Context: an optimization exercise on an open-source flow, tuned for small area, a short achievable clock period and few clock cycles per item. The choices shown serve that exercise and are no tape-out recipe.
Only simulation tests tie the RTL to the original design; equivalence was not proved.

Setup of build 87:
## ntt_core
module ntt_core #(
    parameter WIDTH = 24
)(
    input  wire          clk,
    input  wire          rst_n,
    input  wire          start,
    output reg           done,
    output reg  [7:0]    ram_addr_a,
    output reg           ram_we_a,
    output wire [WIDTH-1:0] ram_wdata_a,
    input  wire [WIDTH-1:0] ram_rdata_a,
    output reg  [7:0]    ram_addr_b,
    output reg           ram_we_b,
    output wire [WIDTH-1:0] ram_wdata_b,
    input  wire [WIDTH-1:0] ram_rdata_b
);
Size: about 5100 cells after synthesis, about 600 flip-flops, about 120 I/O pins, ~0.045 mm2 of cells after synthesis.
==> flow/config.mk <==
export PLATFORM = sky130hd
export DESIGN_NAME = ntt_core
export DESIGN_NICKNAME = ntt_core
export VERILOG_FILES = /design/flow/design.v
export SDC_FILE = /design/flow/constraint.sdc
export NUM_CORES = 4
export LEC_CHECK = 0
export CAP_MARGIN = 20
export CORE_MARGIN = 2
export CORE_UTILIZATION = 40
export CTS_BUF_LIST = sky130_fd_sc_hd__clkbuf_8
export PLACE_DENSITY = 0.6
export SLEW_MARGIN = 20
export TNS_END_PERCENT = 5
==> flow/constraint.sdc <==
create_clock -name core_clock -period 10.0 [get_ports {clk}]
set_input_delay 2.0000 -clock core_clock [delete_from_list [all_inputs] [get_ports {clk}]]
set_output_delay 2.0000 -clock core_clock [all_outputs]
set_load 0.01 [all_outputs]
standard.sh (not shown) runs the stock make flow with config.mk's settings and CLKGATE_MAP_FILE= SYNTH_SCRIPT=/design/flow/synth_recipe.tcl, a recipe that flattens the netlist after the stock synthesis.
==> flow/flow/run.sh <==
#!/bin/bash
# The standard layout (the standard.sh: standard synthesis, floorplan, place,
# CTS, route, finish) with two changes to how it is made:
#  - the repair steps aim at a setup slack margin of 6.8 ns instead of 0, so that
#    they also work on paths shorter than the clock period;
#  - the port buffers that the standard flow inserts are buf_2 cells.
# The constraints (constraint.sdc) are unchanged.
set -euo pipefail
bash standard.sh SETUP_SLACK_MARGIN=6.8 "BUFFER_PORTS_ARGS=-buffer_cell sky130_fd_sc_hd__buf_2" finish > standard.log 2>&1
Testbench counts of build 87, summed over its fixed seeds: cycles 25,008, transforms 24.
Here is what was changed in the inputs of build 94 compared with build 87.
- swapping sky130_fd_sc_hd__clkbuf_8 for sky130_fd_sc_hd__clkbuf_16 in CTS_BUF_LIST
- swapping 5 for 10 in TNS_END_PERCENT
- putting CTS_CLUSTER_SIZE at 30 where nothing was set
- putting CTS_CLUSTER_DIAMETER at 150 where nothing was set
### Flow results
- Build 94 vs build 87, slowest library cell on the worst path: sky130_fd_sc_hd__o211ai_1 vs sky130_fd_sc_hd__a21oi_1
- On peak clock frequency supported by timing, build 87 tracks build 94 almost exactly.
- Of build 87 and build 94, build 87 shows the higher area added between synthesis and finish, with build 94 below it.
- From build 87 to build 94 the numbers moved as follows: total number of vias shows a reduction of 213, final-layout fill cell count picked up an extra 113, post-layout worst setup margin went up.
For build 59, these inputs were changed with respect to build 94:
- CTS_CLUSTER_DIAMETER changed from 150 to 90
Notes after the runs:
Number of iterations in the first detailed-routing pass came out lower on build 59 than on build 94. Delta (build 59 minus build 94): sequential share of cell area now smaller, relative area of clock buffers and inverters in the final design now larger.
Changes in build 69 relative to build 59:
- removing CTS_CLUSTER_DIAMETER (formerly 90)
- removing CTS_CLUSTER_SIZE (formerly 30)
- changing CTS_BUF_LIST from sky130_fd_sc_hd__clkbuf_16 to sky130_fd_sc_hd__clkbuf_8
--- a/flow/flow/run.sh
+++ b/flow/flow/run.sh
@@ -4 +4 @@
-#  - the repair steps aim at a setup slack margin of 6.8 ns instead of 0, so that
+#  - the repair steps aim at a setup slack margin of 7.1 ns instead of 0, so that
@@ -9 +9 @@
-bash standard.sh SETUP_SLACK_MARGIN=6.8 "BUFFER_PORTS_ARGS=-buffer_cell sky130_fd_sc_hd__buf_2" finish > standard.log 2>&1
+bash standard.sh SETUP_SLACK_MARGIN=7.1 "BUFFER_PORTS_ARGS=-buffer_cell sky130_fd_sc_hd__buf_2" finish > standard.log 2>&1
==> notes.md <==
Cell area grows by a few percent when moving from build 59 to build 69.
Of build 59 and build 69, the run reporting the higher DRC violation total after the first TritonRoute iteration was build 59.
Non-clock buffer count: build 69 higher than build 59
Build 69 has routed wire length above what build 59 had.
Diff build 59 -> build 69: transition at the pin with the smallest max-transition slack now sits lower.
u_rom.zr[16] as the worst setup path endpoint was reported by build 59, and wdB[19] by build 69.
Taking build 59 as the reference point, the post-CTS setup-driven buffer insertion count of build 69 rises by 38.
#### Input delta (build 89 over build 69)
- a change of PLACE_DENSITY from 0.6 to 0.7
--- a/flow/flow/run.sh
+++ b/flow/flow/run.sh
@@ -4 +4 @@
-#  - the repair steps aim at a setup slack margin of 7.1 ns instead of 0, so that
+#  - the repair steps aim at a setup slack margin of 6.8 ns instead of 0, so that
@@ -9 +9 @@
-bash standard.sh SETUP_SLACK_MARGIN=7.1 "BUFFER_PORTS_ARGS=-buffer_cell sky130_fd_sc_hd__buf_2" finish > standard.log 2>&1
+bash standard.sh SETUP_SLACK_MARGIN=6.8 "BUFFER_PORTS_ARGS=-buffer_cell sky130_fd_sc_hd__buf_2" finish > standard.log 2>&1
==> notes.md <==
Summary: wire length after detailed routing, build 89 better than build 69. The cell with the biggest individual delay on the critical path comes out sky130_fd_sc_hd__fa_2 in one run and sky130_fd_sc_hd__a21oi_1 in the other, namely in build 69 and build 89 respectively. | final design area excluding fillers | build 89 vs build 69 | better |. Looking at startpoint of the most critical setup path, the zidx[1] result is from build 89; the u_mul.res[5] one comes from build 69. Worst slack at placement in build 89 vs build 69: up 220 ps. From build 69 to build 89, number of distinct library cell variants in the gate-level netlist after synthesis did not move at all.
[inputs] build 12 vs build 89
- CTS_BUF_LIST no longer set, was sky130_fd_sc_hd__clkbuf_8
- PLACE_DENSITY now 0.6, was 0.7
--- a/flow/flow/run.sh
+++ b/flow/flow/run.sh
@@ -4 +4 @@
-#  - the repair steps aim at a setup slack margin of 6.8 ns instead of 0, so that
+#  - the repair steps aim at a setup slack margin of 6.5 ns instead of 0, so that
@@ -9 +9 @@
-bash standard.sh SETUP_SLACK_MARGIN=6.8 "BUFFER_PORTS_ARGS=-buffer_cell sky130_fd_sc_hd__buf_2" finish > standard.log 2>&1
+bash standard.sh SETUP_SLACK_MARGIN=6.5 "BUFFER_PORTS_ARGS=-buffer_cell sky130_fd_sc_hd__buf_2" finish > standard.log 2>&1
## What came out
Against build 89, build 12 comes in about 2% lower on routed wire length.
When build 12 is set beside build 89, its cell area after layout turns out to be 3.1% smaller.
Status | build 12 and build 89 | clean
Of the two values seen for critical path launch point, zidx[0] was produced by build 12 and zidx[1] by build 89.
Build 89 → build 12: depth of the critical timing path with buffers and inverters included climbed 1, wire length of the first global-routing pass barely changed.

[re-timing with driven ports]
The results above use ideal ports. As a check the final layouts listed here were re-extracted and re-timed, cells and wires unchanged.
Step 1 (the two cells are an assumption about what drives the block):
set clk [get_ports {clk}]
set_driving_cell -lib_cell sky130_fd_sc_hd__clkbuf_16 $clk
set_driving_cell -lib_cell sky130_fd_sc_hd__buf_2 [delete_from_list [all_inputs] $clk]
Step 2 adds t to the input delays and takes it off the output delays; t is the mean of the earliest and latest rising clock arrival at the registers after step 1. Input paths then give back, and output paths get back, about the clock's delay inside the block.
Slacks: ideal ports / drivers / drivers and shift; pairs: ideal ports / drivers.
run | t (ns) | setup slack, ns | latest minus earliest clock arrival (ns) | pins driven straight from the clock port
build 87 | 0.811 | 6.557 / 6.557 / 6.557 | 0.092 / 0.092 | 1
build 94 | 0.691 | 6.561 / 6.561 / 6.561 | 0.059 / 0.059 | 1
build 59 | 0.739 | 6.569 / 6.569 / 6.569 | 0.048 / 0.048 | 1
build 69 | 0.794 | 6.546 / 6.546 / 6.546 | 0.057 / 0.058 | 1
build 89 | 0.807 | 6.517 / 6.517 / 6.517 | 0.070 / 0.069 | 1
build 12 | 0.702 | 6.356 / 6.356 / 6.356 | 0.077 / 0.076 | 1
After both steps setup and hold are still met in every run listed.
